This design comes from an exercise in tuning for small area on the open sky130 flow, not from production work.
Only simulation tests tie the RTL to the original design; equivalence was not proved.
Power figures rest on the tool's default switching activity, not on a simulated workload.

===== flow/run.sh =====
#!/bin/bash
# synth_recipe.tcl (not shown) runs the flow's synth.tcl, then flattens the netlist and writes it again
# the make line also repeats each setting of config.mk as NAME=value (left out here)
make -C /OpenROAD-flow-scripts/flow DESIGN_CONFIG=/design/flow/config.mk WORK_HOME=/design/flow/orfs CLKGATE_MAP_FILE= SYNTH_SCRIPT=/design/flow/synth_recipe.tcl finish

===== flow/config.mk =====
export PLATFORM = sky130hd
export DESIGN_NAME = alu
export DESIGN_NICKNAME = alu
export VERILOG_FILES = /design/flow/design.v
export SDC_FILE = /design/flow/constraint.sdc
export NUM_CORES = 4
export LEC_CHECK = 0
export CAP_MARGIN = 20
export CORE_MARGIN = 2
export CORE_UTILIZATION = 45
export SLEW_MARGIN = 20

===== flow/constraint.sdc =====
create_clock -name core_clock -period 10.0 [get_ports {clk}]
set_input_delay 2.0000 -clock core_clock [delete_from_list [all_inputs] [get_ports {clk}]]
set_output_delay 2.0000 -clock core_clock [all_outputs]
set_load 0.01 [all_outputs]

===== flow/design.v =====
module alu(input read,write,dig1,dig2,dig3,dig4,rst,clk,rev,exec,sign, output o1,o2,o3,o4, output [0:6] bcd);
localparam RESET=3'd0;
localparam IDLE=3'd1;
localparam ADDRESS=3'd2;
localparam DISPLAY=3'd3;
localparam WRITE=3'd4;
localparam EXECUTE=3'd5;
localparam [4:0] SY_BL=5'd16;  
localparam [4:0] SY_MI=5'd17;  
localparam [4:0] SY_L =5'd18;  
localparam [4:0] SY_O =5'd19;  
localparam [4:0] SY_U =5'd20;  
localparam [4:0] SY_EQ=5'd21;  
localparam [4:0] SY_P =5'd22;  
localparam [4:0] SY_N =5'd23;  
function [6:0] seg;  
	input [4:0] c;
	case (c)
		5'd0:seg=7'b0000001;
		5'd1:seg=7'b1001111;
		5'd2:seg=7'b0010010;
		5'd3:seg=7'b0000110;
		5'd4:seg=7'b1001100;
		5'd5:seg=7'b0100100;
		5'd6:seg=7'b0100000;
		5'd7:seg=7'b0001111;
		5'd8:seg=7'b0000000;
		5'd9:seg=7'b0001100;
		5'd10:seg=7'b0001000;
		5'd11:seg=7'b1100000;
		5'd12:seg=7'b0110001;
		5'd13:seg=7'b1000010;
		5'd14:seg=7'b0110000;
		5'd15:seg=7'b0111000;
		5'd16:seg=7'b1111111;
		5'd17:seg=7'b1111110;
		5'd18:seg=7'b1110001;
		5'd19:seg=7'b1100010;
		5'd20:seg=7'b1100011;
		5'd21:seg=7'b1110110;
		5'd22:seg=7'b0011000;
		5'd23:seg=7'b1101010;
		default:seg=7'b1111111;
	endcase
endfunction
function [4:0] op_sym;  
	input [1:0] d;
	case (d)
		2'd0:op_sym=5'd10;  
		2'd1:op_sym=5'd5;   
		2'd2:op_sym=SY_P;   
		default:op_sym=5'd13;  
	endcase
endfunction
reg idle, address_read_q, mul_en_q;
reg [1:0] loc_q;
reg [4:0] address_q;
reg [1:0] di1_q;
reg [3:0] di2_q, di4_q, add1_q;
reg [2:0] di3_q, di5_q;
reg add2_q;
reg [4:0] b1_q, b2_q, b3_q, b4_q;
reg [3:0] mc_q;
reg [4:0] deb1_q, deb2_q, deb3_q, deb4_q;
reg [15:0] tr_q;  
reg sign_1_q, sign_2_q;
reg [2:0] state;
reg mul_en, address_read;
reg [2:0] loc;
reg [4:0] address;
reg [1:0] di1;
reg [3:0] di2, di4, add1;
reg [2:0] di3, di5;
reg add2;
reg [4:0] b1, b2, b3, b4;
reg [3:0] mc;
reg [4:0] deb1, deb2, deb3, deb4;
reg m1, m2, m3, m4;
reg [15:0] tr;
reg sign_1, sign_2;
reg mem_we;
reg [17:0] mem_wdata;
reg [6:0] mag1, mag2;
reg [575:0] ring;
reg [4:0] ph;
reg [17:0] pf;  
reg pending;
reg [4:0] wa;
reg [7:0] t, neg_t, absr;
reg m_sub, r7, ovf, unf;
wire [15:0] mul_output;
always @(*)
begin
	if (rst==1)
		state=RESET;
	else if(idle==1)
		state=IDLE;
	else if(address_read_q==1 & exec==1)
		state=EXECUTE;
	else if(address_read_q==1 & read==1)
		state=DISPLAY;
	else if (address_read_q==1 & write==1)
		state=WRITE;
	else if (read==1 | write==1 | exec==1)
		state=ADDRESS;
	else
		state=IDLE;
end
always @(posedge clk)
begin
	if(read==1 | write==1 | rst==1 | exec==1)
		idle<=0;
	else
		idle<=1;
end
always @(*)
begin
	m_sub = tr_q[7] ^ tr_q[15] ^ pf[0];
	t = {1'b0,tr_q[6:0]} + ({1'b0,tr_q[14:8]} ^ {8{m_sub}}) + {7'd0,m_sub};
	neg_t = -t;
	r7 = tr_q[7] ? neg_t[7] : t[7];
	absr = (tr_q[7] ^ r7) ? neg_t : t;
	if (pf[0]==0)
	begin
		ovf = pf[9]==0 & pf[17]==0 & r7;
		unf = pf[9]==1 & pf[17]==1 & !r7;
	end
	else
	begin
		ovf = pf[9]==0 & pf[17]==1 & r7;
		unf = pf[9]==1 & pf[17]==0 & !r7;
	end
end
always @(*)
begin
	mul_en=mul_en_q;address_read=address_read_q;
	loc={1'b0,loc_q};
	address=address_q;
	di1=di1_q;di2=di2_q;di3=di3_q;di4=di4_q;di5=di5_q;add1=add1_q;add2=add2_q;
	b1=b1_q;b2=b2_q;b3=b3_q;b4=b4_q;
	mc=mc_q;
	deb1=deb1_q;deb2=deb2_q;deb3=deb3_q;deb4=deb4_q;
	m1=dig1 & deb1_q==5'd30;
	m2=dig2 & deb2_q==5'd30;
	m3=dig3 & deb3_q==5'd30;
	m4=dig4 & deb4_q==5'd30;
	tr=tr_q;
	sign_1=sign_1_q;sign_2=sign_2_q;
	mem_we=0;
	mag1={di3_q,di2_q};
	mag2={di5_q,di4_q};
	mem_wdata={~sign_2_q & (mag2!=0), mag2, ~sign_1_q & (mag1!=0), mag1, di1_q};
	case(state)
		RESET:
			begin
				mul_en=0;address_read=0;
				loc=0;
				address=0;
				mc=0;tr=0;sign_1=1;sign_2=1;
				deb1=0;deb2=0;deb3=0;deb4=0;
				di1=0;di2=0;di3=0;di4=0;di5=0;add1=0;add2=0;
				b4=5'd12;	 
				b3=SY_L;	 
				b2=5'd14;	 
				b1=SY_N;	 
			end
		IDLE:
			begin
				mul_en=0;address_read=0;
				loc=0;
				b4=5'd1;	 
				b3=5'd13;	 
				b2=SY_L;	 
				b1=5'd14;	 
			end
		ADDRESS:
			begin
				mc=mc_q+1;
				if(mc==4'd10)
				begin
					deb1=dig1 ? deb1_q+(deb1_q!=31) : 5'd0;
					deb2=dig2 ? deb2_q+(deb2_q!=31) : 5'd0;
					deb4=dig4 ? deb4_q+(deb4_q!=31) : 5'd0;
					if(m4)
					begin
						address_read=1;
						address={add2_q,add1_q};
					end
					else
					begin
						if(m1)
							add1=rev ? add1_q-1 : add1_q+1;
						if(m2)
							add2=~add2_q;
					end
					mc=0;
					b4=5'd10;	 
					b3=5'd13;	 
					b2={4'd0,add2};
					b1={1'b0,add1};
				end
			end
		EXECUTE:
			begin
				tr=pf[17:2];
				case(pf[1:0])
					2'd0, 2'd1:
						begin
							if(ovf | unf)
							begin
								b3=SY_BL;
								b2=SY_BL;
								b1=ovf ? SY_O : SY_U;
							end
							else
							begin
								b3=(r7 & t!=8'h80) ? SY_MI : SY_BL;
								b4=SY_EQ;
								b2={1'b0,absr[7:4]};
								b1={1'b0,absr[3:0]};
							end
						end
					2'd2:
						begin
							mul_en=1;
							b4={1'b0,mul_output[15:12]};
							b3={1'b0,mul_output[11:8]};
							b2={1'b0,mul_output[7:4]};
							b1={1'b0,mul_output[3:0]};
						end
					default:
						begin
							b2=5'd0;
							b1=5'd0;
						end
				endcase
			end
		WRITE:
			begin
				mc=mc_q+1;
				if(mc==4'd10)
				begin
					deb1=dig1 ? deb1_q+(deb1_q!=31) : 5'd0;
					deb2=dig2 ? deb2_q+(deb2_q!=31) : 5'd0;
					deb3=dig3 ? deb3_q+(deb3_q!=31) : 5'd0;
					deb4=dig4 ? deb4_q+(deb4_q!=31) : 5'd0;
					if(loc==0)
						loc=1;
					if(m4)
					begin
						loc=loc+1;
						if(loc>=4)
						begin
							mem_we=1;
							address_read=0;
							loc=0;
						end
					end
					else
					begin
						if (loc==1)
						begin
							if(m1)
								di1=rev ? di1_q-1 : di1_q+1;
						end
						else if(loc==2)
						begin
							sign_1=sign;
							if(m1)
								di2=rev ? di2_q-1 : di2_q+1;
							if(m2)
								di3=rev ? di3_q-1 : di3_q+1;
						end
						else if(loc==3)
						begin
							if(m1)
							begin
								sign_2=sign;
								di4=rev ? di4_q-1 : di4_q+1;
							end
							if(m2)
							begin
								sign_2=sign;
								di5=rev ? di5_q-1 : di5_q+1;
							end
						end
					end
					mc=0;
					if(loc==1)
					begin
						b4=SY_O;	 
						b3=SY_P;	 
						b2=SY_BL;
						b1=op_sym(di1);
					end
					else if (loc==2)
					begin
						b4=5'd1;
						b3=sign ? SY_BL : SY_MI;
						b2={2'd0,di3};
						b1={1'b0,di2};
					end
					else if (loc==3)
					begin
						b4=5'd2;
						b3=sign ? SY_BL : SY_MI;
						b2={2'd0,di5};
						b1={1'b0,di4};
					end
					else
					begin
						b4=SY_MI;
						b3=SY_MI;
						b2=SY_MI;
						b1=SY_MI;
					end
				end
			end
		DISPLAY:
			begin
				mc=mc_q+1;
				if(mc==4'd10)
				begin
					deb1=dig1 ? deb1_q+(deb1_q!=31) : 5'd0;
					deb2=dig2 ? deb2_q+(deb2_q!=31) : 5'd0;
					deb3=dig3 ? deb3_q+(deb3_q!=31) : 5'd0;
					deb4=dig4 ? deb4_q+(deb4_q!=31) : 5'd0;
					if(m4)
					begin
						address_read=0;
						loc=0;
					end
					else
					begin
						if(m1)
							loc=1;
						if(m2)
							loc=2;
						if(m3)
							loc=3;
					end
					mc=0;
					tr=pf[17:2];
					if(loc==1)
					begin
						b4=SY_O;
						b3=SY_P;
						b2=SY_BL;
						b1=op_sym(pf[1:0]);
					end
					else if (loc==2)
					begin
						b4=5'd1;
						b3=pf[9] ? SY_MI : SY_BL;
						b2={2'd0,pf[8:6]};
						b1={1'b0,pf[5:2]};
					end
					else if (loc==3)
					begin
						b4=5'd2;
						b3=pf[17] ? SY_MI : SY_BL;
						b2={2'd0,pf[16:14]};
						b1={1'b0,pf[13:10]};
					end
					else
					begin
						b4=5'd13;	 
						b3=5'd1;	 
						b2=5'd5;	 
						b1=SY_P;	 
					end
				end
			end
		default: ;
	endcase
end
always @(posedge clk)
begin
	mul_en_q<=mul_en;address_read_q<=address_read;
	loc_q<=loc[1:0];
	address_q<=address;
	di1_q<=di1;di2_q<=di2;di3_q<=di3;di4_q<=di4;di5_q<=di5;add1_q<=add1;add2_q<=add2;
	b1_q<=b1;b2_q<=b2;b3_q<=b3;b4_q<=b4;
	mc_q<=mc;
	deb1_q<=deb1;deb2_q<=deb2;deb3_q<=deb3;deb4_q<=deb4;
	tr_q<=tr;
	sign_1_q<=sign_1;sign_2_q<=sign_2;
end
wire commit = pending & (wa == ph);
wire [4:0] sel_addr = {add2_q, add1_q};
wire [1:0] tap = sel_addr[4:3] - ph[4:3];
reg [17:0] tap_q;
always @(*)
begin
	case (tap)
		2'd0: tap_q = ring[0*18 +: 18];
		2'd1: tap_q = ring[8*18 +: 18];
		2'd2: tap_q = ring[16*18 +: 18];
		default: tap_q = ring[24*18 +: 18];
	endcase
end
always @(posedge clk)
begin
	ph <= ph + 5'd1;
	ring <= {commit ? pf : ring[17:0], ring[575:18]};
	if (mem_we)
	begin
		pf <= mem_wdata;
		wa <= address_q;
		pending <= 1'b1;
	end
	else
	begin
		if (commit)
			pending <= 1'b0;
		if (!pending & sel_addr[2:0] == ph[2:0])
			pf <= tap_q;
	end
end
reg [15:0] acc;
reg [14:0] pm;
reg [6:0] tb;
reg prev, za;
always @(posedge clk)
begin
	if(mul_en_q)
	begin
		if(tb[0] & !prev)
			acc <= acc - {1'b0,pm};
		else if(!tb[0] & prev & !za)
			acc <= acc + {1'b0,pm};
		prev <= tb[0];
		pm <= pm << 1;
		tb <= tb >> 1;
	end
	else
	begin
		za <= tr_q[6:0] == 7'd0;
		pm <= (tr_q[6:0] == 7'd0) ? 15'd256 : {8'd0,tr_q[6:0]};
		tb <= tr_q[14:8];
		prev <= 1'b0;
		acc <= 16'd0;
	end
end
assign mul_output = (tr_q[7] ^ tr_q[15]) ? -acc : acc;
reg [7:0] dcount;
reg [4:0] bcd_code;
wire [7:0] count = rst ? 8'd0 : dcount + 8'd1;
always @(posedge clk)
begin
	dcount <= count;
	if (count <= 60)
		bcd_code <= b4_q;
	else if (count <= 120)
		bcd_code <= b3_q;
	else if (count <= 180)
		bcd_code <= b2_q;
	else if (count <= 240)
		bcd_code <= b1_q;
end
assign o4 = !(dcount <= 60);
assign o3 = !(dcount > 60 && dcount <= 120);
assign o2 = !(dcount > 120 && dcount <= 180);
assign o1 = !(dcount > 180);
assign bcd = seg(bcd_code);
endmodule

==> out/qor.txt, run 1 <==
===============================================================================
Result of the run                                                  complete, no violations
Hold slack final                                                       313.3 ps
Number of flops mapped to enable cells by yosys                             121
Time the worst path needs with I/O delays and setup                     5496 ps
Number of buffers added for setup after CTS                                   0
Netlist Area Pre-Place                                               23940 um^2
First-pass GRT wire length                                             73.75 mm
Final setup margin                                                      4504 ps
Unique masters post-synth                                                    89
Footprint of the flip-flops and latches                              16390 um^2
Synthesis Warnings                                                            1
Floorplan die area                                                   55070 um^2
Antenna violations before repair                                              0
Via count                                                                 13700
Post-detailed-route DRC marker count                                          0
DIE HEIGHT                                                             234.7 um
Starting utilization of the core area                                    0.4556
P&R area growth vs syn                                                   14.51%
Number of nets with antenna violations after routing                          0
Crit path capture type                                                     flop
All-Layer GR Usage                                                       0.1692
Per-cell via count in the routed design                                   5.110
Number of endpoints with negative hold slack in the final report              0
Clock buffers created by TritonCTS                                           74
Logic pwr share                                                           0.096
Switching part of the total                                              0.2404
Root buffer cell                                                      clkbuf_16
Wire length per cell after detailed routing                            17.16 um
Post-cts repair resize count                                                  0
Ys async rst share                                                            0
Number of buffer cells added on primary ports                                21
Placer's final routability congestion estimate                           0.9121
Area used by multi-input combinational logic                          7121 um^2
Maximum net fanout on the critical path                                      30
Adder-Cell Fraction of Synth Area                                       0.03616
Die X                                                                  234.7 um
Xor and xnor fraction of the mapped netlist area                        0.04154
Pin count of the biggest net entering global routing                         31
Classification of the worst-slack hold path                             reg2reg
Number of detailed-route iterations in the first pass                         5
Cts hold-fix bufs                                                             0
Setup repair after global routing missed its margin                       false
Fraction of final layout cells sized beyond drive strength 1             0.1123
Pwr Total                                                              6.704 mW
Data arrival at the endpoint of the critical path                       6010 ps
F_max                                                                0.1820 GHz
Level count of the clock H-tree                                               3
Combinational family with the most area after synthesis            simple AND/OR/NAND/NOR gates
DPL Wire Length                                                        31.15 mm
Number of primary I/O pins                                                   22
Part of the total power dissipated in the clock network                   0.420
Max-slew violation total from the final report                                0
Worst Clk Skew                                                         29.20 ps
Core region area                                                     52550 um^2
Initial DRC Count                                                           918
Post-layout util                                                         0.5217
Clock-pin slew on the worst setup and hold paths                          60 ps
Number of global-route vias before repair                                 13490
Sequential share of power                                                 0.484
Max-cap check violation count                                                 0
Insertion delay to the later sink of the worst-skew pair                 640 ps
Critical path launch point type                                       input pin
Critical path class                                                      in2reg
Prevailing post-synth register cell                                     dfxtp_1
Areal power density over the cells                                 244.5 nW/um^2
Mux share of post-synthesis cell area                                   0.03705
NetSw                                                                  1.612 mW
Compound-gate portion of the synthesized area                           0.08382
Setup TNS                                                                  0 ps
Number of antenna cells inserted                                              0
Final WL                                                               46.01 mm
Fin crit share                                                           0.5496
Mean instance size in the synthesized netlist                        12.71 um^2
Peak supply drop                                                      0.1275 mV
CTS max path bufs                                                             3
Number of filler instances in the final layout                             4514
Share of the yosys chip area belonging to registers                      0.6843
Endpoint required time on the critical path                            10520 ps
Worst slack at placement                                                3914 ps
Endpoints failing setup                                                       0
Simple-gate share of the synthesized area                               0.09798
Number of core rows                                                          84
Leakage                                                                10.80 nW
Sum of overflow across all layers after global routing                        0
Post-synthesis sequential element count                                     758
Total internal power                                                   5.092 mW
CTS tree                                                                  built
Number of nets produced by synthesis                                       1960
Final net count                                                            2012
Max transition margin                                                    0.3121
Post-Synthesis Cells                                                       1884
Worst-margin pin slew                                                   1029 ps
Number of clock sinks                                                       758
===============================================================================
layout make-up:
type / count / area share
sequential: 758 / 0.5976
multi-input combinational: 1011 / 0.2597
clock buffer: 102 / 0.07767
tap: 688 / 0.03140
clock inverter: 32 / 0.01460
timing repair buffer: 33 / 0.01095
inverter: 58 / 0.008032
power by group through the flow:
stage          Clock (mW)  Sequential [mW]  Combinational (mW)
2_1_floorplan           0             3.29               0.481
3_3_place_gp            0             3.31               0.628
3_5_place_dp            0             3.31               0.636
4_1_cts              2.89             3.25               0.641
5_1_grt              3.03             3.25               0.713
6_report             2.82             3.25               0.642
cell usage in the layout (no fill, tap or decap), types with 9 or more instances in the layout:
| cell | instances |
|---|---|
| dfxtp_1 | 637 |
| nand2_1 | 146 |
| nor2_1 | 121 |
| edfxtp_1 | 121 |
| a21oi_1 | 82 |
| clkbuf_16 | 76 |
| xnor2_1 | 62 |
| ha_1 | 58 |
| inv_1 | 54 |
| o21ai_0 | 54 |
| xor2_1 | 46 |
| nand3_1 | 38 |
| mux2_2 | 33 |
| and3_1 | 28 |
| nor3_1 | 26 |
| clkdlybuf4s50_1 | 21 |
| mux4_2 | 18 |
| a211oi_1 | 16 |
| or3_1 | 15 |
| and2_1 | 15 |
| a21o_1 | 14 |
| o31ai_1 | 14 |
| nor2b_1 | 13 |
| clkbuf_1 | 13 |
| clkbuf_8 | 13 |
| nor4_1 | 12 |
| buf_4 | 12 |
| a31oi_1 | 11 |
| mux2i_1 | 11 |
| clkinv_2 | 11 |
| nand4_1 | 9 |
| a211o_1 | 9 |
| o21a_1 | 9 |
stage by stage:
step	cell area, um^2	cells
2_1_floorplan	23940	1884
3_3_place_gp	24890	2548
3_5_place_dp	24890	2548
4_1_cts	27420	2682
5_1_grt	27420	2682
6_report	27420	2682
sequential cells by signal, summed over array words and instances, names as in the netlist, 7 cells and up:
name,cells
acc,16
pm,15
pf,18
dcount,8
ring,576
tb,7
tr_q,16
bcd,7
path summary, 6_finish.rpt:
check / end / slack, ps / cells after the start / start
max: bcd[3]$_DFF_P_ / 4500 / 14 / rst
min: ring[532]$_DFF_P_ / 310 / 0 / ring[550]$_DFF_P_
max reg2reg: b4_q[0]$_DFFE_PP_ / 5110 / 13 / tr_q[7]$_SDFFCE_PN0P_
min reg2reg: ring[532]$_DFF_P_ / 310 / 0 / ring[550]$_DFF_P_
routing by layer:
layer	GRT usage	part of all wire
met1	0.2367	0.48
met2	0.2556	0.44
met3	0.03501	0.049
met4	0.07154	0.032
met5	0	0
cell usage after synthesis (18+ instances only):
library cell,number,area share
ha_1,58,0.030
and3_1,28,0.0073
xor2_1,46,0.017
dfxtp_1,637,0.53
nand3_1,38,0.0079
mux2_2,33,0.016
nor2_1,121,0.019
clkbuf_1,43,0.0067
nor3_1,27,0.0056
nand2_1,146,0.023
inv_1,54,0.0085
o21ai_0,55,0.011
a21oi_1,82,0.017
edfxtp_1,121,0.15
xnor2_1,63,0.023
mux4_2,18,0.017
worst max-delay path, cell delays in order:
cell             delay [ps]
clkdlybuf4s50_1         460
buf_4                   320
nor2_1                   90
a32o_1                  440
a211oi_2                620
nor3_1                  100
or3_1                   360
a21oi_1                 390
inv_1                   170
ha_1                    380
inv_1                    70
nor3_1                  260
a211oi_1                 80
o31a_1                  260
logic make-up after synthesis:
group                    count (synthesis)
flip-flops                             758
AND/OR/NAND/NOR                        478
AO/OA/AOI/OAI                          295
buffers and inverters                  115
XOR/XNOR                               111
adder cells (fa/ha/maj)                 65
multiplexers                            62
==> run 2: changes to the inputs <==
--- a/flow/design.v
+++ b/flow/design.v
@@ -87,3 +87,2 @@
 reg pending;
-reg [4:0] wa;
 reg [7:0] t, neg_t, absr;
@@ -157,3 +156,2 @@
 				loc=0;
-				address=0;
 				mc=0;tr=0;sign_1=1;sign_2=1;
@@ -388,3 +386,3 @@
 end
-wire commit = pending & (wa == ph);
+wire commit = pending & (address_q == ph);
 wire [4:0] sel_addr = {add2_q, add1_q};
@@ -408,3 +406,2 @@
 		pf <= mem_wdata;
-		wa <= address_q;
 		pending <= 1'b1;
--- a/flow/config.mk
+++ b/flow/config.mk
@@ -7,2 +7,3 @@
 export LEC_CHECK = 0
+export ABC_AREA = 1
 export CAP_MARGIN = 20
==> out/qor.txt, run 2 <==
===============================================================================
Result of the run                                                  complete, no violations
Number of nets produced by synthesis                                       2206   +13%
Number of buffer cells added on primary ports                                21   unchanged
Sum of overflow across all layers after global routing                        0   unchanged
Clock buffers created by TritonCTS                                           73   -1.4%
Number of clock sinks                                                       753   -0.66%
Number of primary I/O pins                                                   22   unchanged
Level count of the clock H-tree                                               3   unchanged
Initial DRC Count                                                           717   -22%
CTS max path bufs                                                             3   unchanged
Number of nets with antenna violations after routing                          0   unchanged
All-Layer GR Usage                                                       0.1709   +0.001710
Unique masters post-synth                                                    56   -37%
Post-synthesis sequential element count                                     753   -0.66%
Register-to-register path setup slack                                   5710 ps   +600 ps
Most used standard cell by instance count after synthesis               dfxtp_1
Post-cts repair resize count                                                  0   unchanged
Endpoints failing setup                                                       0   unchanged
Worst-margin pin slew                                                  917.0 ps   -111.6 ps
Ys async rst share                                                            0   unchanged
Max transition margin                                                    0.3868   +0.07463
Top reg by flops                                                           ring
Final WL                                                               45.02 mm   -2.2%
Biggest regs                                                       ring (576), pf (18)
F_max                                                                0.1886 GHz   +3.6%
Max-cap check violation count                                                 0   unchanged
Number of filler instances in the final layout                             4567   +1.2%
Worst path slowest cell                                                 nand2_1
Areal power density over the cells                                 245.5 nW/um^2   +0.39%
Total internal power                                                   5.028 mW   -1.2%
Most common cell after layout, fill and taps aside                      dfxtp_1
Number of core rows                                                          83   -1.2%
Antenna violations before repair                                              1   +1
Buf/Inv on CP                                                                 4   unchanged
Data arrival at the endpoint of the critical path                       5530 ps   -480 ps
Critical path launch point type                                       input pin
Setup repair after global routing missed its margin                       false
Mean instance size in the synthesized netlist                        11.03 um^2   -13%
Switching part of the total                                              0.2415   +0.001079
Critical path class                                                      in2reg
Root buffer cell                                                      clkbuf_16
Number of buffers added for setup after CTS                                   0   unchanged
First-pass GRT wire length                                             72.31 mm   -1.9%
Number of flops mapped to enable cells by yosys                             116   -4.1%
Leakage                                                                11.59 nW   +7.4%
DPL Wire Length                                                        31.39 mm   +0.76%
Clock-pin slew on the worst setup and hold paths                          60 ps   about the same
Synthesis Warnings                                                            1   unchanged
Length in cells of the worst reg-to-reg path                                 17   +4
Final net count                                                            2281   +13%
Placer's final routability congestion estimate                           0.8856   -2.9%
Classification of the worst-slack hold path                             reg2reg
Prevailing post-synth register cell                                     dfxtp_1
Longest individual stage delay on the worst path                         870 ps   +250 ps
Number of endpoints with negative hold slack in the final report              0   unchanged
Number of antenna cells inserted                                              0   unchanged
Proportion of netlist area held by the largest area contributor          0.5428   +0.01024
Netlist Area Pre-Place                                               23490 um^2   -1.9%
Area contributors post-synth                                       dfxtp_1, edfxtp_1, nand2_1
Pin count of the biggest net entering global routing                         49   +58%
Number of global-route vias before repair                                 13850   +2.6%
Share of the yosys chip area belonging to registers                      0.6911   +0.006766
Post-layout util                                                         0.5243   +0.002577
Most common library cells after synthesis                          dfxtp_1, nand2_1, inv_1, nor2_1, edfxtp_1
DIE HEIGHT                                                             232.5 um   -0.93%
Critical-path cell list                                            clkdlybuf4s50_1 -> nor2_1 -> nand2_1 -> inv_1 -> nand2_1 -> buf_4 -> nor3_2 -> clkinv_1 -> nand2_1
Per-cell via count in the routed design                                   4.765   -6.7%
Time the worst path needs with I/O delays and setup                     5303 ps   -192.6 ps
Wire length per cell after detailed routing                            15.31 um   -11%
Number of detailed-route iterations in the first pass                         5   unchanged
Crit path capture type                                                     flop
Commonest cells after routing, fill and taps aside                 dfxtp_1, nand2_1, inv_1
Endpoint required time on the critical path                            10230 ps   -290 ps
Fraction of final layout cells sized beyond drive strength 1            0.08403   -0.02830
Peak supply drop                                                      0.1826 mV   +43%
Critical R2R Launch                                                pf[0]$_DFFE_PP_
Synth area leader                                                       dfxtp_1
Maximum net fanout on the critical path                                      28   -6.7%
Cell depth of the worst min-delay path                                        0   unchanged
Post-Synthesis Cells                                                       2130   +13%
CTS tree                                                                  built
CP delay by family, top                                            simple AND/OR/NAND/NOR gates
Floorplan die area                                                   54050 um^2   -1.9%
Fin crit share                                                           0.5303   -0.01926
Insertion delay to the later sink of the worst-skew pair                 610 ps   -30 ps
Setup TNS                                                                  0 ps   unchanged
Beginning of the worst hold path                                   ring[368]$_DFF_P_
Part of the total power dissipated in the clock network                   0.418   -0.002
P&R area growth vs syn                                                   14.96%
Logic pwr share                                                           0.097   about the same
Post-detailed-route DRC marker count                                          0   unchanged
Via count                                                                 14010   +2.3%
NetSw                                                                  1.601 mW   -0.67%
Terminating pin of the worst hold path                             ring[350]$_DFF_P_
Reg-to-reg endpoint                                                b4_q[0]$_DFFE_PP_
Cts hold-fix bufs                                                             0   unchanged
Sequential share of power                                                 0.484   about the same
Cell with the most instances on the worst path                          nand2_1
Die X                                                                  232.5 um   -0.93%
Max-slew violation total from the final report                                0   unchanged
Starting utilization of the core area                                    0.4561   about the same
Worst Clk Skew                                                         31.41 ps   +2.207 ps
Core region area                                                     51510 um^2   -2.0%
Number of flip-flops under the largest register name                        576   unchanged
===============================================================================
==> run 2: changes by cell type after synthesis, sizes merged, moves of 18 or more <==
cell,change
clkbuf,-19
nand2,+230
inv,+174
o21ai,+54
mux4,-18
xnor2,-41
and3,-29
nand3,+54
nor2,+41
mux2,-33
==> run 2: final cells by class <==
type                    instances  area [um^2]  area share
repair buffers                 29        270.3     0.01001
multi-input cells            1112         6254      0.2315
clock buffers                 103         2127     0.07876
clock inverters                28        380.4     0.01408
well taps                     680        850.8     0.03150
flip-flops and latches        753        16240      0.6012
inverters                     236        889.6     0.03294
==> run 2: cells by family after synthesis <==
| kind of cell | count (synthesis) | synth area share |
|---|---|---|
| compound gates | 276 | 0.06908 |
| fa+ha+maj | 65 | 0.03686 |
| flops | 753 | 0.6911 |
| simple gates | 693 | 0.1306 |
| xor+xnor | 78 | 0.02908 |
| buf+inv | 265 | 0.04325 |
==> run 2: power groups by stage <==
stage / Combinational, mW / Sequential, mW / Clock (mW)
floorplan: 0.477 / 3.27 / 0
global placement: 0.634 / 3.28 / 0
detailed placement: 0.642 / 3.28 / 0
CTS: 0.648 / 3.21 / 2.83
global route: 0.739 / 3.22 / 2.96
finish: 0.645 / 3.21 / 2.77
==> run 2: how the worst max path moves through the flow <==
stage / cells after the start / startpoint / slack (ps) / end
after floorplan: 7 / rst / 5650 / di1_q[0]$_SDFFCE_PN0P_
after global placement: 10 / write / 3810 / pf[0]$_DFFE_PP_
after detailed placement: 9 / rst / 3620 / pf[11]$_DFFE_PP_
after CTS: 9 / rst / 4230 / pf[11]$_DFFE_PP_
after global routing: 10 / write / 4320 / pf[11]$_DFFE_PP_
final: 9 / rst / 4700 / pf[11]$_DFFE_PP_
==> run 2: layer usage <==
layer / GRT usage / routed length [um] / up-vias / part of all wire
met5: 0 / 12 / - / 0.00027
met4: 0.06250 / 1451 / 2 / 0.032
met3: 0.03591 / 1887 / 94 / 0.042
met2: 0.2771 / 20530 / 258 / 0.46
met1: 0.2258 / 21140 / 6581 / 0.47
li1: - / - / 7079 / -
==> run 2: per-stage QoR <==
stage / cell area [um^2] / power, mW / setup WS [ps] / hold slack (ps) / cells
after global placement: 24490 / 3.911 / 3815 / 309.5 / 2810
after global routing: 27010 / 6.919 / 4321 / 309.4 / 2941
after detailed placement: 24490 / 3.920 / 3616 / 312.1 / 2810
after floorplan: 23490 / 3.742 / 5652 / 309.6 / 2130
final: 27010 / 6.629 / 4697 / 308.4 / 2941
after CTS: 27000 / 6.694 / 4225 / 312.9 / 2941
==> run 3: changes to the inputs <==
==> flow/flow/run.sh (new file) <==
#!/bin/bash
set -euo pipefail
export CTS_ARGS="-sink_clustering_enable -repair_clock_nets -dont_use_dummy_load -buf_list {sky130_fd_sc_hd__clkbuf_4 sky130_fd_sc_hd__clkbuf_8} -sink_clustering_size 15 -sink_clustering_max_diameter 50"
bash standard.sh > standard.log 2>&1
==> flow/standard.sh (new file) <==
#!/bin/bash
# synth_recipe.tcl (not shown) runs the flow's synth.tcl, then flattens the netlist and writes it again
# the make line also repeats each setting of config.mk as NAME=value (left out here)
make -C /OpenROAD-flow-scripts/flow DESIGN_CONFIG=/design/flow/config.mk WORK_HOME=/design/flow/orfs CLKGATE_MAP_FILE= SYNTH_SCRIPT=/design/flow/synth_recipe.tcl "${@:-finish}"
removed: flow/run.sh
==> out/qor.txt, run 3 <==
===============================================================================
Fraction of final layout cells sized beyond drive strength 1            0.06545   -0.01858
Peak supply drop                                                      0.1559 mV   -15%
Proportion of netlist area held by the largest area contributor          0.5428   unchanged
Mux share of post-synthesis cell area                                         0   unchanged
Clock buffers created by TritonCTS                                           70   -4.1%
Per-cell via count in the routed design                                   4.784   +0.40%
Synth area leader                                                       dfxtp_1
Longest individual stage delay on the worst path                         930 ps   +60 ps
Post-detailed-route DRC marker count                                          0   unchanged
CTS max path bufs                                                             3   unchanged
Most common library cells after synthesis                          dfxtp_1, nand2_1, inv_1, nor2_1, edfxtp_1
Critical path launch point type                                       input pin
Insertion delay to the later sink of the worst-skew pair                 680 ps   +70 ps
Initial DRC Count                                                           795   +11%
Time the worst path needs with I/O delays and setup                     5776 ps   +472.7 ps
Crit path capture type                                                     flop
Maximum net fanout on the critical path                                      28   unchanged
Ys async rst share                                                            0   unchanged
Cts hold-fix bufs                                                             0   unchanged
Result of the run                                                  complete, no violations
Number of antenna cells inserted                                              0   unchanged
Fin crit share                                                           0.5776   +0.04727
Top reg by flops                                                           ring
Setup repair after global routing missed its margin                       false
P&R area growth vs syn                                                   8.367%
Max-cap check violation count                                                 0   unchanged
Netlist Area Pre-Place                                               23490 um^2   unchanged
Level count of the clock H-tree                                               3   unchanged
Core region area                                                     51510 um^2   unchanged
Number of nets with antenna violations after routing                          0   unchanged
Unique masters post-synth                                                    56   unchanged
Xor and xnor fraction of the mapped netlist area                        0.02908   unchanged
Post-Synthesis Cells                                                       2130   unchanged
Antenna violations before repair                                              1   unchanged
Number of nets produced by synthesis                                       2206   unchanged
Adder-Cell Fraction of Synth Area                                       0.03686   unchanged
Most used standard cell by instance count after synthesis               dfxtp_1
Endpoint required time on the critical path                            10230 ps   about the same
Biggest regs                                                       ring (576), pf (18)
Number of buffers added for setup after CTS                                   0   unchanged
CTS tree                                                                  built
Most common cell after layout, fill and taps aside                      dfxtp_1
Critical path class                                                      in2reg
Number of buffer cells added on primary ports                                21   unchanged
Worst Clk Skew                                                         86.56 ps   +55.15 ps
Worst-margin pin slew                                                   1050 ps   +133.2 ps
Hold slack final                                                       278.6 ps   -29.83 ps
F_max                                                                0.1731 GHz   -8.2%
Critical-path cell list                                            clkdlybuf4s50_1 -> nand2_1 -> o21ai_0 -> nand2_1 -> inv_1 -> nand2_1 -> buf_4 -> nor3_1 -> clkinv_1 -> nand2_1
Number of flip-flops under the largest register name                        576   unchanged
Number of detailed-route iterations in the first pass                         5   unchanged
DPL Wire Length                                                        31.39 mm   unchanged
Number of flops mapped to enable cells by yosys                             116   unchanged
Max transition margin                                                    0.2945   -0.09227
Areal power density over the cells                                 210.7 nW/um^2   -14%
Sum of overflow across all layers after global routing                        0   unchanged
Starting utilization of the core area                                    0.4561   unchanged
Number of global-route vias before repair                                 13640   -1.5%
Via count                                                                 13780   -1.7%
Commonest cells after routing, fill and taps aside                 dfxtp_1, nand2_1, inv_1
Post-layout util                                                         0.4942   -0.03007
Number of primary I/O pins                                                   22   unchanged
Final std cells w/o fill                                                   2880   -2.1%
Setup TNS                                                                  0 ps   unchanged
Pin count of the biggest net entering global routing                         49   unchanged
Post-synthesis sequential element count                                     753   unchanged
Die X                                                                  232.5 um   unchanged
Final WL                                                               44.20 mm   -1.8%
Simple-gate share of the synthesized area                                0.1306   unchanged
Mean instance size in the synthesized netlist                        11.03 um^2   unchanged
Wire length per cell after detailed routing                            15.35 um   +0.26%
Max-slew violation total from the final report                                0   unchanged
Buf/Inv on CP                                                                 4   unchanged
Total placed cells including tap cells                                     2810   unchanged
Number of core rows                                                          83   unchanged
Compound-gate portion of the synthesized area                           0.06908   unchanged
Share of the yosys chip area belonging to registers                      0.6911   unchanged
Number of clock sinks                                                       753   unchanged
Data arrival at the endpoint of the critical path                       6000 ps   +470 ps
Classification of the worst-slack hold path                             reg2reg
Clock-pin slew on the worst setup and hold paths                          90 ps   +30 ps
CP delay by family, top                                            simple AND/OR/NAND/NOR gates
Worst slack at placement                                                3616 ps   unchanged
Number of endpoints with negative hold slack in the final report              0   unchanged
Floorplan die area                                                   54050 um^2   unchanged
Area contributors post-synth                                       dfxtp_1, edfxtp_1, nand2_1
Leakage                                                                10.87 nW   -6.2%
Final net count                                                            2278   -0.13%
Cell with the most instances on the worst path                          nand2_1
Combinational family with the most area after synthesis            simple AND/OR/NAND/NOR gates
Placer's final routability congestion estimate                           0.8856   unchanged
Root buffer cell                                                       clkbuf_8
Post-cts repair resize count                                                  0   unchanged
First-pass GRT wire length                                             70.90 mm   -2.0%
Synthesis Warnings                                                            1   unchanged
DIE HEIGHT                                                             232.5 um   unchanged
Final setup margin                                                      4224 ps   -472.7 ps
Endpoints failing setup                                                       0   unchanged
Prevailing post-synth register cell                                     dfxtp_1
All-Layer GR Usage                                                       0.1679   -0.003012
Worst path slowest cell                                                clkinv_1
===============================================================================
[run 3: per-stage QoR]
| step | instance area (um^2) | total power [mW] |
|---|---|---|
| 6_report | 25460 | 5.364 |
| 5_1_grt | 25460 | 5.645 |
| 4_1_cts | 25460 | 5.435 |
| 3_5_place_dp | 24490 | 3.920 |
| 3_3_place_gp | 24490 | 3.911 |
| 2_1_floorplan | 23490 | 3.742 |
[run 3: power by group]
part	switching (mW)	internal [mW]	total (mW)	leakage, nW
combinational	0.410	0.233	0.643	4.04
sequential	0.0503	3.16	3.21	6.33
clock	0.888	0.625	1.51	0.503
total	1.35	4.02	5.36	10.9
[run 3: cells by family (layout without fill, tap and decap cells)]
logic type               Yosys count  in the layout
AO/OA/AOI/OAI                    276            276
XOR/XNOR                          78             78
adder cells (fa/ha/maj)           65             65
buffers and inverters            265            335
flip-flops                       753            753
AND/OR/NAND/NOR                  693            693
[run 3: final timing paths]
path / cells past startpoint / endpoint / slack [ps] / from
worst max register to register: 17 / b4_q[1]$_DFFE_PP_ / 5670 / pf[0]$_DFFE_PP_
worst max-delay path: 10 / pf[11]$_DFFE_PP_ / 4220 / write
worst min-delay path: 0 / ring[17]$_DFF_P_ / 280 / ring[35]$_DFF_P_
worst min register to register: 0 / ring[17]$_DFF_P_ / 280 / ring[35]$_DFF_P_
[run 3: worst register-to-register path: stages (launching register included)]
cell and delay [ps]:
edfxtp_1 510, inv_1 240, nand3_1 130, nand2_1 390, xor2_1 200, fa_1 490, xnor2_1 450, nand3_1 200
nor2_1 220, nand4_1 130, nor2_1 130, nand2_2 80, nand2_1 70, nand2_1 80, nand3_1 120, nand2_1 90
o31ai_1 280, inv_1 200
[run 3: area by class of cell]
| type | count | area [um^2] |
|---|---|---|
| flip-flops and latches | 753 | 16240 |
| repair buffers | 29 | 270.3 |
| fillers | 4708 | 26050 |
| clock buffers | 70 | 963.4 |
| multi-input cells | 1112 | 6248 |
| inverters | 236 | 889.6 |
| well taps | 680 | 850.8 |
[run 3: routing by layer]
metal	share of wire	global-route usage
met4	0.027	0.06867
met2	0.45	0.2698
met3	0.046	0.03137
met5	0.00023	0
met1	0.47	0.2236
==> run 4: changes to the inputs <==
--- a/flow/design.v
+++ b/flow/design.v
@@ -45,2 +45,10 @@
 endfunction
+localparam [4:0] DEB0=5'b00001;
+localparam [4:0] DEB30=5'b10000;
+function [4:0] deb_next;
+	input [4:0] d;
+	deb_next = (d==DEB30) ? 5'd0 : {d[3:0], d[4]^d[2]};
+endfunction
+localparam [3:0] MC0=4'b0001;
+localparam [3:0] MC9=4'b1011;
 function [4:0] op_sym;  
@@ -66,2 +74,3 @@
 reg sign_1_q, sign_2_q;
+reg dclr_q;
 reg [2:0] state;
@@ -80,2 +89,3 @@
 reg sign_1, sign_2;
+reg dclr;
 reg mem_we;
@@ -141,6 +151,6 @@
 	deb1=deb1_q;deb2=deb2_q;deb3=deb3_q;deb4=deb4_q;
-	m1=dig1 & deb1_q==5'd30;
-	m2=dig2 & deb2_q==5'd30;
-	m3=dig3 & deb3_q==5'd30;
-	m4=dig4 & deb4_q==5'd30;
+	m1=dig1 & deb1_q==DEB30;
+	m2=dig2 & deb2_q==DEB30;
+	m3=dig3 & deb3_q==DEB30;
+	m4=dig4 & deb4_q==DEB30;
 	tr=tr_q;
@@ -156,5 +166,5 @@
 				loc=0;
-				mc=0;tr=0;sign_1=1;sign_2=1;
-				deb1=0;deb2=0;deb3=0;deb4=0;
-				di1=0;di2=0;di3=0;di4=0;di5=0;add1=0;add2=0;
+				mc=MC0;tr=0;
+				deb1=DEB0;deb2=DEB0;deb3=DEB0;deb4=DEB0;
+				add1=0;add2=0;
 				b4=5'd12;	 
@@ -175,8 +185,8 @@
 			begin
-				mc=mc_q+1;
-				if(mc==4'd10)
+				mc={mc_q[2:0],mc_q[3]^mc_q[2]};
+				if(mc_q==MC9)
 				begin
-					deb1=dig1 ? deb1_q+(deb1_q!=31) : 5'd0;
-					deb2=dig2 ? deb2_q+(deb2_q!=31) : 5'd0;
-					deb4=dig4 ? deb4_q+(deb4_q!=31) : 5'd0;
+					deb1=dig1 ? deb_next(deb1_q) : DEB0;
+					deb2=dig2 ? deb_next(deb2_q) : DEB0;
+					deb4=dig4 ? deb_next(deb4_q) : DEB0;
 					if(m4)
@@ -193,3 +203,3 @@
 					end
-					mc=0;
+					mc=MC0;
 					b4=5'd10;	 
@@ -237,9 +247,9 @@
 			begin
-				mc=mc_q+1;
-				if(mc==4'd10)
+				mc={mc_q[2:0],mc_q[3]^mc_q[2]};
+				if(mc_q==MC9)
 				begin
-					deb1=dig1 ? deb1_q+(deb1_q!=31) : 5'd0;
-					deb2=dig2 ? deb2_q+(deb2_q!=31) : 5'd0;
-					deb3=dig3 ? deb3_q+(deb3_q!=31) : 5'd0;
-					deb4=dig4 ? deb4_q+(deb4_q!=31) : 5'd0;
+					deb1=dig1 ? deb_next(deb1_q) : DEB0;
+					deb2=dig2 ? deb_next(deb2_q) : DEB0;
+					deb3=dig3 ? deb_next(deb3_q) : DEB0;
+					deb4=dig4 ? deb_next(deb4_q) : DEB0;
 					if(loc==0)
@@ -285,3 +295,3 @@
 					end
-					mc=0;
+					mc=MC0;
 					if(loc==1)
@@ -318,9 +328,9 @@
 			begin
-				mc=mc_q+1;
-				if(mc==4'd10)
+				mc={mc_q[2:0],mc_q[3]^mc_q[2]};
+				if(mc_q==MC9)
 				begin
-					deb1=dig1 ? deb1_q+(deb1_q!=31) : 5'd0;
-					deb2=dig2 ? deb2_q+(deb2_q!=31) : 5'd0;
-					deb3=dig3 ? deb3_q+(deb3_q!=31) : 5'd0;
-					deb4=dig4 ? deb4_q+(deb4_q!=31) : 5'd0;
+					deb1=dig1 ? deb_next(deb1_q) : DEB0;
+					deb2=dig2 ? deb_next(deb2_q) : DEB0;
+					deb3=dig3 ? deb_next(deb3_q) : DEB0;
+					deb4=dig4 ? deb_next(deb4_q) : DEB0;
 					if(m4)
@@ -339,3 +349,3 @@
 					end
-					mc=0;
+					mc=MC0;
 					tr=pf[17:2];
@@ -373,2 +383,9 @@
 	endcase
+	dclr=(state==RESET) | dclr_q;
+	if(dclr_q & !pending)
+	begin
+		di1=0;di2=0;di3=0;di4=0;di5=0;
+		sign_1=1;sign_2=1;
+		dclr=(state==RESET);
+	end
 end
@@ -385,2 +402,3 @@
 	sign_1_q<=sign_1;sign_2_q<=sign_2;
+	dclr_q<=dclr;
 end
@@ -402,17 +420,11 @@
 	ph <= ph + 5'd1;
-	ring <= {commit ? pf : ring[17:0], ring[575:18]};
+	ring <= {commit ? mem_wdata : ring[17:0], ring[575:18]};
 	if (mem_we)
-	begin
-		pf <= mem_wdata;
 		pending <= 1'b1;
-	end
-	else
-	begin
-		if (commit)
-			pending <= 1'b0;
-		if (!pending & sel_addr[2:0] == ph[2:0])
-			pf <= tap_q;
-	end
+	else if (commit)
+		pending <= 1'b0;
+	if (sel_addr[2:0] == ph[2:0])
+		pf <= tap_q;
 end
-reg [15:0] acc;
+reg [15:0] prod;
 reg [14:0] pm;
@@ -420,2 +432,8 @@
 reg prev, za;
+wire s_q = tr_q[7] ^ tr_q[15];
+wire flip = s_q ^ tr[7] ^ tr[15];
+wire do_sub = tb[0] & !prev;
+wire do_add = !tb[0] & prev & !za;
+wire psub = (do_sub & !s_q) | (do_add & s_q);
+wire [15:0] msum = (flip ? ~prod : prod) + (flip ? 16'd0 : ({1'b0,pm} ^ {16{psub}})) + {15'd0, flip | psub};
 always @(posedge clk)
@@ -424,6 +442,4 @@
 	begin
-		if(tb[0] & !prev)
-			acc <= acc - {1'b0,pm};
-		else if(!tb[0] & prev & !za)
-			acc <= acc + {1'b0,pm};
+		if(flip | do_sub | do_add)
+			prod <= msum;
 		prev <= tb[0];
@@ -438,6 +454,6 @@
 		prev <= 1'b0;
-		acc <= 16'd0;
+		prod <= 16'd0;
 	end
 end
-assign mul_output = (tr_q[7] ^ tr_q[15]) ? -acc : acc;
+assign mul_output = prod;
 reg [7:0] dcount;
==> flow/flow/run.sh (replaced) <==
#!/bin/bash
# The standard layout (standard.sh) with two changes:
# - synthesis maps logic with an area-only ABC script (flow/abc_area.script, no buffering
#   or upsizing), through a copy of the ORFS scripts folder that differs only in that file;
# - the clock tree is built from clkbuf_4/clkbuf_8 in sink clusters of 15, without dummy loads.
# Each tool's output goes to the ORFS logs under orfs/logs; make's output to standard.log.
set -euo pipefail
here=$(pwd)
rm -rf "$here/scripts_local"
cp -r "$FLOW_HOME/scripts" "$here/scripts_local"
cp "$here/flow/abc_area.script" "$here/scripts_local/abc_area.script"
export SCRIPTS_DIR="$here/scripts_local"
export CTS_ARGS="-sink_clustering_enable -repair_clock_nets -dont_use_dummy_load -buf_list {sky130_fd_sc_hd__clkbuf_4 sky130_fd_sc_hd__clkbuf_8} -sink_clustering_size 15 -sink_clustering_max_diameter 50"
bash standard.sh > standard.log 2>&1
==> flow/flow/abc_area.script (new file) <==
strash
&get -n
&st
&dch
&nf -R 1000
&put
topo
stime -c
==> out/qor.txt, run 4 <==
===============================================================================
Per-cell via count in the routed design                                   4.996   +4.4%
Pin count of the biggest net entering global routing                         40   -18%
Final WL                                                               39.04 mm   -12%
Beginning of the worst hold path                                   ring[243]$_DFF_P_
Level count of the clock H-tree                                               3   unchanged
Commonest cells after routing, fill and taps aside                 dfxtp_1, nand2_1, edfxtp_1
Synth area leader                                                       dfxtp_1
Unique masters post-synth                                                    51   -8.9%
Placed cell areas                                                    22710 um^2   -7.3%
Number of nets with antenna violations after routing                          0   unchanged
Endpoint required time on the critical path                            10450 ps   +220 ps
Fraction of final layout cells sized beyond drive strength 1            0.04956   -0.01589
Time the worst path needs with I/O delays and setup                     8652 ps   +2876 ps
Starting utilization of the core area                                    0.4546   -0.001503
Number of global-route vias before repair                                 11470   -16%
CTS tree                                                                  built
Reg-to-reg endpoint                                                prod[14]$_SDFFE_PN0P_
Post-Synthesis Cells                                                       1615   -24%
Number of flip-flops under the largest register name                        576   unchanged
Clock-pin slew on the worst setup and hold paths                          80 ps   about the same
F_max                                                                0.1156 GHz   -33%
Worst-margin pin slew                                                  974.9 ps   -75.31 ps
Areal power density over the cells                                 245.6 nW/um^2   +17%
Classification of the worst-slack hold path                             reg2reg
Number of filler instances in the final layout                             4111   -13%
Result of the run                                                  complete, no violations
Fin crit share                                                           0.8652   +0.2876
Post-synthesis sequential element count                                     754   +0.13%
Cts hold-fix bufs                                                             0   unchanged
All-Layer GR Usage                                                       0.1619   -0.006065
Number of buffers added for setup after CTS                                   0   unchanged
Root buffer cell                                                       clkbuf_8
Placer's final routability congestion estimate                           0.8547   -3.5%
Number of clock sinks                                                       754   +0.13%
Share of the yosys chip area belonging to registers                      0.7429   +0.05176
Total placed cells including tap cells                                     2263   -19%
Initial DRC Count                                                           771   -3.0%
Mean instance size in the synthesized netlist                        13.38 um^2   +21%
Most common library cells after synthesis                          dfxtp_1, nand2_1, edfxtp_1, a21oi_1, nor2_1
Number of endpoints with negative hold slack in the final report              0   unchanged
Max transition margin                                                    0.3432   +0.04872
Area contributors post-synth                                       dfxtp_1, edfxtp_1, ha_1
P&R area growth vs syn                                                   9.344%
Most used standard cell by instance count after synthesis               dfxtp_1
Cell depth of the worst min-delay path                                        0   unchanged
Worst Clk Skew                                                         78.48 ps   -8.081 ps
Die X                                                                  223.2 um   -4.0%
Crit path capture type                                                     flop
Core region area                                                     47550 um^2   -7.7%
Wire length per cell after detailed routing                            16.75 um   +9.1%
Ys async rst share                                                            0   unchanged
Post-detailed-route DRC marker count                                          0   unchanged
Insertion delay to the later sink of the worst-skew pair                 650 ps   -30 ps
Most common cell after layout, fill and taps aside                      dfxtp_1
Data arrival at the endpoint of the critical path                       9100 ps   +3100 ps
Proportion of netlist area held by the largest area contributor          0.6095   +0.06665
Setup repair after global routing missed its margin                       false
Max-cap check violation count                                                 0   unchanged
Endpoints failing setup                                                       0   unchanged
Netlist Area Pre-Place                                               21610 um^2   -8.0%
DIE HEIGHT                                                             223.2 um   -4.0%
Critical path class                                                      in2reg
Setup TNS                                                                  0 ps   unchanged
Post-cts repair resize count                                                  0   unchanged
First-pass GRT wire length                                             62.83 mm   -11%
Biggest regs                                                       ring (576), pf (18)
Number of flops mapped to enable cells by yosys                              96   -17%
Peak supply drop                                                      0.1356 mV   -13%
Final net count                                                            1784   -22%
Max-slew violation total from the final report                                0   unchanged
Prevailing post-synth register cell                                     dfxtp_1
Critical R2R Launch                                                address_read_q$_DFFE_PP_
Number of nets produced by synthesis                                       1682   -24%
CTS max path bufs                                                             3   unchanged
Post-layout util                                                         0.4971   +0.002810
Clock buffers created by TritonCTS                                           67   -4.3%
Via count                                                                 11650   -15%
Floorplan die area                                                   49800 um^2   -7.9%
Antenna violations before repair                                              1   unchanged
Length in cells of the worst reg-to-reg path                                 27   +10
Terminating pin of the worst hold path                             ring[225]$_DFF_P_
Register-to-register path setup slack                                   3000 ps   -2670 ps
Sum of overflow across all layers after global routing                        0   unchanged
Critical path launch point type                                       input pin
Number of primary I/O pins                                                   22   unchanged
Leakage                                                                9.252 nW   -15%
DPL Wire Length                                                        26.10 mm   -17%
Maximum net fanout on the critical path                                      18   -36%
Pwr Total                                                              5.805 mW   +8.2%
Top reg by flops                                                           ring
Number of buffer cells added on primary ports                                21   unchanged
Final std cells w/o fill                                                   2331   -19%
Synthesis Warnings                                                            1   unchanged
Number of detailed-route iterations in the first pass                         5   unchanged
Area of all placed cells without fillers                             23630 um^2   -7.2%
Number of core rows                                                          80   -3.6%
===============================================================================
## run 4: changes by cell type in the layout (fill, tap and decap cells not counted), moves of 24 or more
| cell | change |
|---|---|
| inv_1 | -222 |
| a21oi_1 | +26 |
| nand2_1 | -211 |
| mux2_1 | +32 |
| o21ai_0 | -32 |
| nand3_1 | -60 |
| nor2_1 | -71 |
| clkinv_1 | +24 |
| and2_0 | +42 |
## run 4: worst max-delay path by stage
stage | cells past startpoint | slack, ps | to | from
final | 27 | 1350 | prod[14]$_SDFFE_PN0P_ | exec
after global routing | 27 | 740 | prod[14]$_SDFFE_PN0P_ | exec
after CTS | 27 | 1460 | prod[14]$_SDFFE_PN0P_ | exec
after detailed placement | 27 | 830 | prod[14]$_SDFFE_PN0P_ | exec
after global placement | 27 | 1180 | prod[14]$_SDFFE_PN0P_ | exec
after floorplan | 27 | 1740 | prod[15]$_SDFFE_PN0P_ | exec
## run 4: kinds of logic (layout without fill, tap and decap cells)
logic type / after synthesis / count (layout) / synth area share
buffers and inverters: 30 / 130 / 0.005210
xor gates and xnor gates: 93 / 93 / 0.03769
muxes: 46 / 46 / 0.02316
and+or+nand+nor: 367 / 367 / 0.07856
adders and majority gates: 56 / 56 / 0.03520
other: 0 / 1 / 0
DFF: 754 / 754 / 0.7429
AOI/OAI and AO/OA: 269 / 269 / 0.07734
## run 4: metal layers
layer | part of all wire | routed length (um) | GRT usage
met5 | 0 | 0 | 0
met4 | 0.027 | 1039 | 0.05910
met3 | 0.047 | 1824 | 0.03595
met2 | 0.45 | 17400 | 0.2520
met1 | 0.48 | 18770 | 0.2225
## run 4: area by class of cell
class                      instances  area (um^2)  area share
clock buffer                      67        922.1     0.03902
antenna                            1        2.502   0.0001059
multi-input combinational        831         5470      0.2315
tap                              615        769.5     0.03256
timing repair buffer              33        300.3     0.01271
inverter                          30        112.6    0.004765
sequential                       754        16060      0.6794
## run 4: critical path, cell delays in order
cell	delay, ps
clkdlybuf4s50_1	470
o31ai_1	430
a21oi_1	170
o21ai_0	580
clkinv_1	370
nor2_1	360
nand3_1	200
a22o_1	300
xnor2_1	250
xnor2_2	80
buf_4	220
nor2_1	750
o21ai_0	260
fa_1	490
fa_1	420
o21ai_0	300
nand3_1	120
nand2_1	110
a21o_1	120
a21oi_1	80
o21ai_0	320
a21o_1	180
a21oi_1	90
o21bai_1	130
a21oi_1	90
xor2_1	130
a21oi_1	80
## run 4: report_power, final
group / switching, mW / internal (mW) / total (mW)
logic: 0.615 / 0.422 / 1.04
registers: 0.0918 / 3.20 / 3.29
clock network: 0.876 / 0.600 / 1.48
total: 1.58 / 4.22 / 5.81
## run 4: metrics by stage
stage | hold slack (ps) | worst slack (ps)
2_1_floorplan | 309.6 | 1743
3_3_place_gp | 309.6 | 1181
3_5_place_dp | 312.1 | 829.4
4_1_cts | 288.8 | 1464
5_1_grt | 300.9 | 743.3
6_report | 283.8 | 1348
==> run 5: changes to the inputs <==
--- a/flow/design.v
+++ b/flow/design.v
@@ -437,3 +437,3 @@
 wire psub = (do_sub & !s_q) | (do_add & s_q);
-wire [15:0] msum = (flip ? ~prod : prod) + (flip ? 16'd0 : ({1'b0,pm} ^ {16{psub}})) + {15'd0, flip | psub};
+wire [15:0] msum = (flip ? ~prod : prod) + ((flip | !(do_sub | do_add)) ? 16'd0 : ({1'b0,pm} ^ {16{psub}})) + {15'd0, flip | psub};
 always @(posedge clk)
@@ -442,4 +442,3 @@
 	begin
-		if(flip | do_sub | do_add)
-			prod <= msum;
+		prod <= msum;
 		prev <= tb[0];
--- a/flow/flow/run.sh
+++ b/flow/flow/run.sh
@@ -4,2 +4,3 @@
 #   or upsizing), through a copy of the ORFS scripts folder that differs only in that file;
+# - ports are buffered with buf_1;
 # - the clock tree is built from clkbuf_4/clkbuf_8 in sink clusters of 15, without dummy loads.
@@ -12,2 +13,3 @@
 export SCRIPTS_DIR="$here/scripts_local"
+export BUFFER_PORTS_ARGS="-buffer_cell sky130_fd_sc_hd__buf_1"
 export CTS_ARGS="-sink_clustering_enable -repair_clock_nets -dont_use_dummy_load -buf_list {sky130_fd_sc_hd__clkbuf_4 sky130_fd_sc_hd__clkbuf_8} -sink_clustering_size 15 -sink_clustering_max_diameter 50"
==> out/qor.txt, run 5 <==
===============================================================================
Post-Synthesis Cells                                                       1565   -3.1%
Mean instance size in the synthesized netlist                        13.70 um^2   +2.3%
Placed cell areas                                                    22430 um^2   -1.2%
Clock-pin slew on the worst setup and hold paths                          90 ps   about the same
Buf/Inv on CP                                                                 4   +1
Worst-margin pin slew                                                   1079 ps   +104.5 ps
Area contributors post-synth                                       dfxtp_1, edfxtp_1, ha_1
Via count                                                                 11360   -2.4%
Commonest cells after routing, fill and taps aside                 dfxtp_1, nand2_1, edfxtp_1
Number of filler instances in the final layout                             4054   -1.4%
All-Layer GR Usage                                                       0.1570   -0.004894
Netlist Area Pre-Place                                               21440 um^2   -0.82%
Per-cell via count in the routed design                                   5.003   +0.14%
Share of the yosys chip area belonging to registers                      0.7490   +0.006157
Top reg by flops                                                           ring
CTS max path bufs                                                             3   unchanged
Critical path class                                                      in2reg
Root buffer cell                                                       clkbuf_8
Worst path slowest cell                                                   buf_1
Number of detailed-route iterations in the first pass                         6   +1
Fraction of met1 tracks used by global routing                           0.2205   -0.001954
Insertion delay to the later sink of the worst-skew pair                 700 ps   +50 ps
Number of primary I/O pins                                                   22   unchanged
F_max                                                                0.1188 GHz   +2.8%
Most heavily used metal layer in global routing                            met2
Proportion of netlist area held by the largest area contributor          0.6145   +0.005052
Biggest regs                                                       ring (576), pf (18)
Part of the total power dissipated in the clock network                   0.260   +0.006
Classification of the worst-slack hold path                             reg2reg
Cts hold-fix bufs                                                             0   unchanged
Wire length per cell after detailed routing                            16.79 um   +0.27%
Time the worst path needs with I/O delays and setup                     8414 ps   -238.1 ps
Number of clock sinks                                                       754   unchanged
Prevailing post-synth register cell                                     dfxtp_1
Max-cap check violation count                                                 0   unchanged
Unique masters post-synth                                                    52   +2.0%
Number of nets with antenna violations after routing                          0   unchanged
DIE HEIGHT                                                             222.3 um   -0.40%
Result of the run                                                  complete, no violations
Sequential share of power                                                 0.610   +0.043
Pin count of the biggest net entering global routing                         35   -13%
Longest individual stage delay on the worst path                         580 ps   -170 ps
Synthesis Warnings                                                            1   unchanged
Core region area                                                     46750 um^2   -1.7%
Post-synthesis sequential element count                                     754   unchanged
Area of all placed cells without fillers                             23260 um^2   -1.6%
Number of core rows                                                          79   -1.3%
GRT met2 Usage                                                           0.2472   -0.004772
Number of global-route vias before repair                                 11310   -1.5%
Synth area leader                                                       dfxtp_1
CP delay by family, top                                            compound AO/OA/AOI/OAI gates
P&R area growth vs syn                                                   8.493%
Fin crit share                                                           0.8414   -0.02381
Areal power density over the cells                                 228.9 nW/um^2   -6.8%
First-pass GRT wire length                                             61.51 mm   -2.1%
Pwr Total                                                              5.324 mW   -8.3%
Max transition margin                                                    0.2728   -0.07038
Data arrival at the endpoint of the critical path                       8920 ps   -180 ps
Number of buffer cells added on primary ports                                21   unchanged
Placer's final routability congestion estimate                           0.8899   +4.1%
Post-detailed-route DRC marker count                                          0   unchanged
Number of flops mapped to enable cells by yosys                              96   unchanged
Endpoints failing setup                                                       0   unchanged
Crit path capture type                                                     flop
Number of endpoints with negative hold slack in the final report              0   unchanged
DPL Wire Length                                                        25.78 mm   -1.2%
CTS tree                                                                  built
Endpoint required time on the critical path                            10510 ps   +60 ps
Hold slack final                                                       261.9 ps   -21.90 ps
Clock buffers created by TritonCTS                                           60   -10%
Global routing usage on met3                                            0.02539   -0.01056
Most common library cells after synthesis                          dfxtp_1, nand2_1, edfxtp_1, a21oi_1, nor2_1
Max-slew violation total from the final report                                0   unchanged
Peak supply drop                                                      0.1256 mV   -7.4%
Die X                                                                  222.3 um   -0.40%
Ys async rst share                                                            0   unchanged
Final WL                                                               38.13 mm   -2.3%
Starting utilization of the core area                                    0.4585   +0.003900
NetSw                                                                  1.332 mW   -16%
Sum of overflow across all layers after global routing                        0   unchanged
Antenna violations before repair                                              0   -1
Initial DRC Count                                                           767   -0.52%
Maximum net fanout on the critical path                                      16   -2
Worst Clk Skew                                                         98.70 ps   +20.22 ps
Switching part of the total                                              0.2502   -0.02246
Post-cts repair resize count                                                  0   unchanged
Critical path launch point type                                       input pin
Most used standard cell by instance count after synthesis               dfxtp_1
Level count of the clock H-tree                                               2   -1
Final net count                                                            1730   -3.0%
Most common cell after layout, fill and taps aside                      dfxtp_1
Cell with the most instances on the worst path                          a21oi_1
Setup repair after global routing missed its margin                       false
Leakage                                                                9.104 nW   -1.6%
Number of flip-flops under the largest register name                        576   unchanged
Number of buffers added for setup after CTS                                   0   unchanged
Fraction of final layout cells sized beyond drive strength 1            0.04991   +0.0003471
Total internal power                                                   3.991 mW   -5.5%
Setup TNS                                                                  0 ps   unchanged
Floorplan die area                                                   49400 um^2   -0.81%
Logic pwr share                                                           0.130   -0.049
Number of nets produced by synthesis                                       1630   -3.1%
===============================================================================
==> run 5: cell families after synthesis <==
logic type / share of synthesized area
buffers and inverters: 0.005253
adders and majority gates: 0.03397
xor gates and xnor gates: 0.03963
and+or+nand+nor: 0.07477
AOI/OAI and AO/OA: 0.07454
DFF: 0.7490
muxes: 0.02282
==> run 5: path summary, 6_finish.rpt <==
path	startpoint	end	slack, ps	cells past startpoint
min	ring[522]$_DFF_P_	ring[504]$_DFF_P_	260	0
max reg2reg	address_read_q$_DFFE_PP_	prod[14]$_SDFF_PN0_	2760	33
min reg2reg	ring[522]$_DFF_P_	ring[504]$_DFF_P_	260	0
max	rst	prod[14]$_SDFF_PN0_	1590	31
==> run 5: power groups by stage <==
stage	Sequential (mW)	Clock (mW)	Combinational, mW
finish	3.25	1.38	0.694
global route	3.26	1.55	0.774
CTS	3.25	1.45	0.695
detailed placement	3.32	0	0.690
global placement	3.32	0	0.677
floorplan	3.30	0	0.518
==> run 5: per-layer routing <==
metal / wire length (um) / part of all wire
met1: 18590 / 0.49
met2: 17000 / 0.45
met3: 1624 / 0.043
met4: 918 / 0.024
met5: 0 / 0
==> run 5: layout make-up <==
cell class | count | area, um^2 | share of cell area
repair buffers | 38 | 206.4 | 0.008877
well taps | 607 | 759.5 | 0.03266
multi-input cells | 781 | 5294 | 0.2276
flip-flops and latches | 754 | 16060 | 0.6904
clock buffers | 60 | 825.8 | 0.03551
inverters | 30 | 112.6 | 0.004842
diodes | 1 | 2.502 | 0.0001076
==> run 5: worst reg2reg max path: cells and delay by family (launching register included) <==
| family | cells | cell delay [ps] |
|---|---|---|
| AO/OA/AOI/OAI | 14 | 3120 |
| buffers and inverters | 3 | 520 |
| adder cells (fa/ha/maj) | 1 | 220 |
| XOR/XNOR | 4 | 760 |
| AND/OR/NAND/NOR | 11 | 2070 |
| flip-flops | 1 | 430 |
==> run 5: per-stage QoR <==
stage / std cells / util / worst slack (ps)
floorplan: 1565 / - / 544.7
global placement: 2210 / 0.4796 / 1342
detailed placement: 2210 / 0.4797 / 1095
CTS: 2270 / 0.4974 / 1741
global route: 2270 / 0.4974 / 1009
finish: 2271 / 0.4974 / 1586

[what the ideal ports hide]
The results above use ideal ports. As a check the final layouts listed here were re-extracted and re-timed, cells and wires unchanged. Step 1 (the two cells are an assumption about what drives the block):
set clk [get_ports {clk}]
set_driving_cell -lib_cell sky130_fd_sc_hd__clkbuf_16 $clk
set_driving_cell -lib_cell sky130_fd_sc_hd__buf_2 [delete_from_list [all_inputs] $clk]
Step 2 adds t to the input delays and takes it off the output delays; t is the mean of the earliest and latest rising clock arrival at the registers after step 1. Input paths then give back, and output paths get back, about the clock's delay inside the block. Three values: ideal ports, drivers, drivers and shift; two values: the first two.
run | t, ns | setup WS [ns] | clock arrival spread, ns | worst data-port slew with drivers (ns) | cell pins on the clock port's net
run 1 | 0.677 | 4.504 / 4.536 / 3.859 | 0.031 / 0.031 | 0.07 | 1
run 2 | 0.651 | 4.697 / 4.729 / 4.079 | 0.039 / 0.039 | 0.07 | 1
run 3 | 0.680 | 4.224 / 4.250 / 3.570 | 0.096 / 0.096 | 0.06 | 1
run 4 | 0.664 | 1.348 / 1.366 / 0.702 | 0.079 / 0.080 | 0.06 | 1
run 5 | 0.702 | 1.586 / 1.604 / 0.902 | 0.104 / 0.104 | 0.06 | 1
After both steps every run listed still meets setup and hold. The setup slack of run 5, which loses most, moves by +0.018 ns with the drivers and by -0.684 ns with both steps.
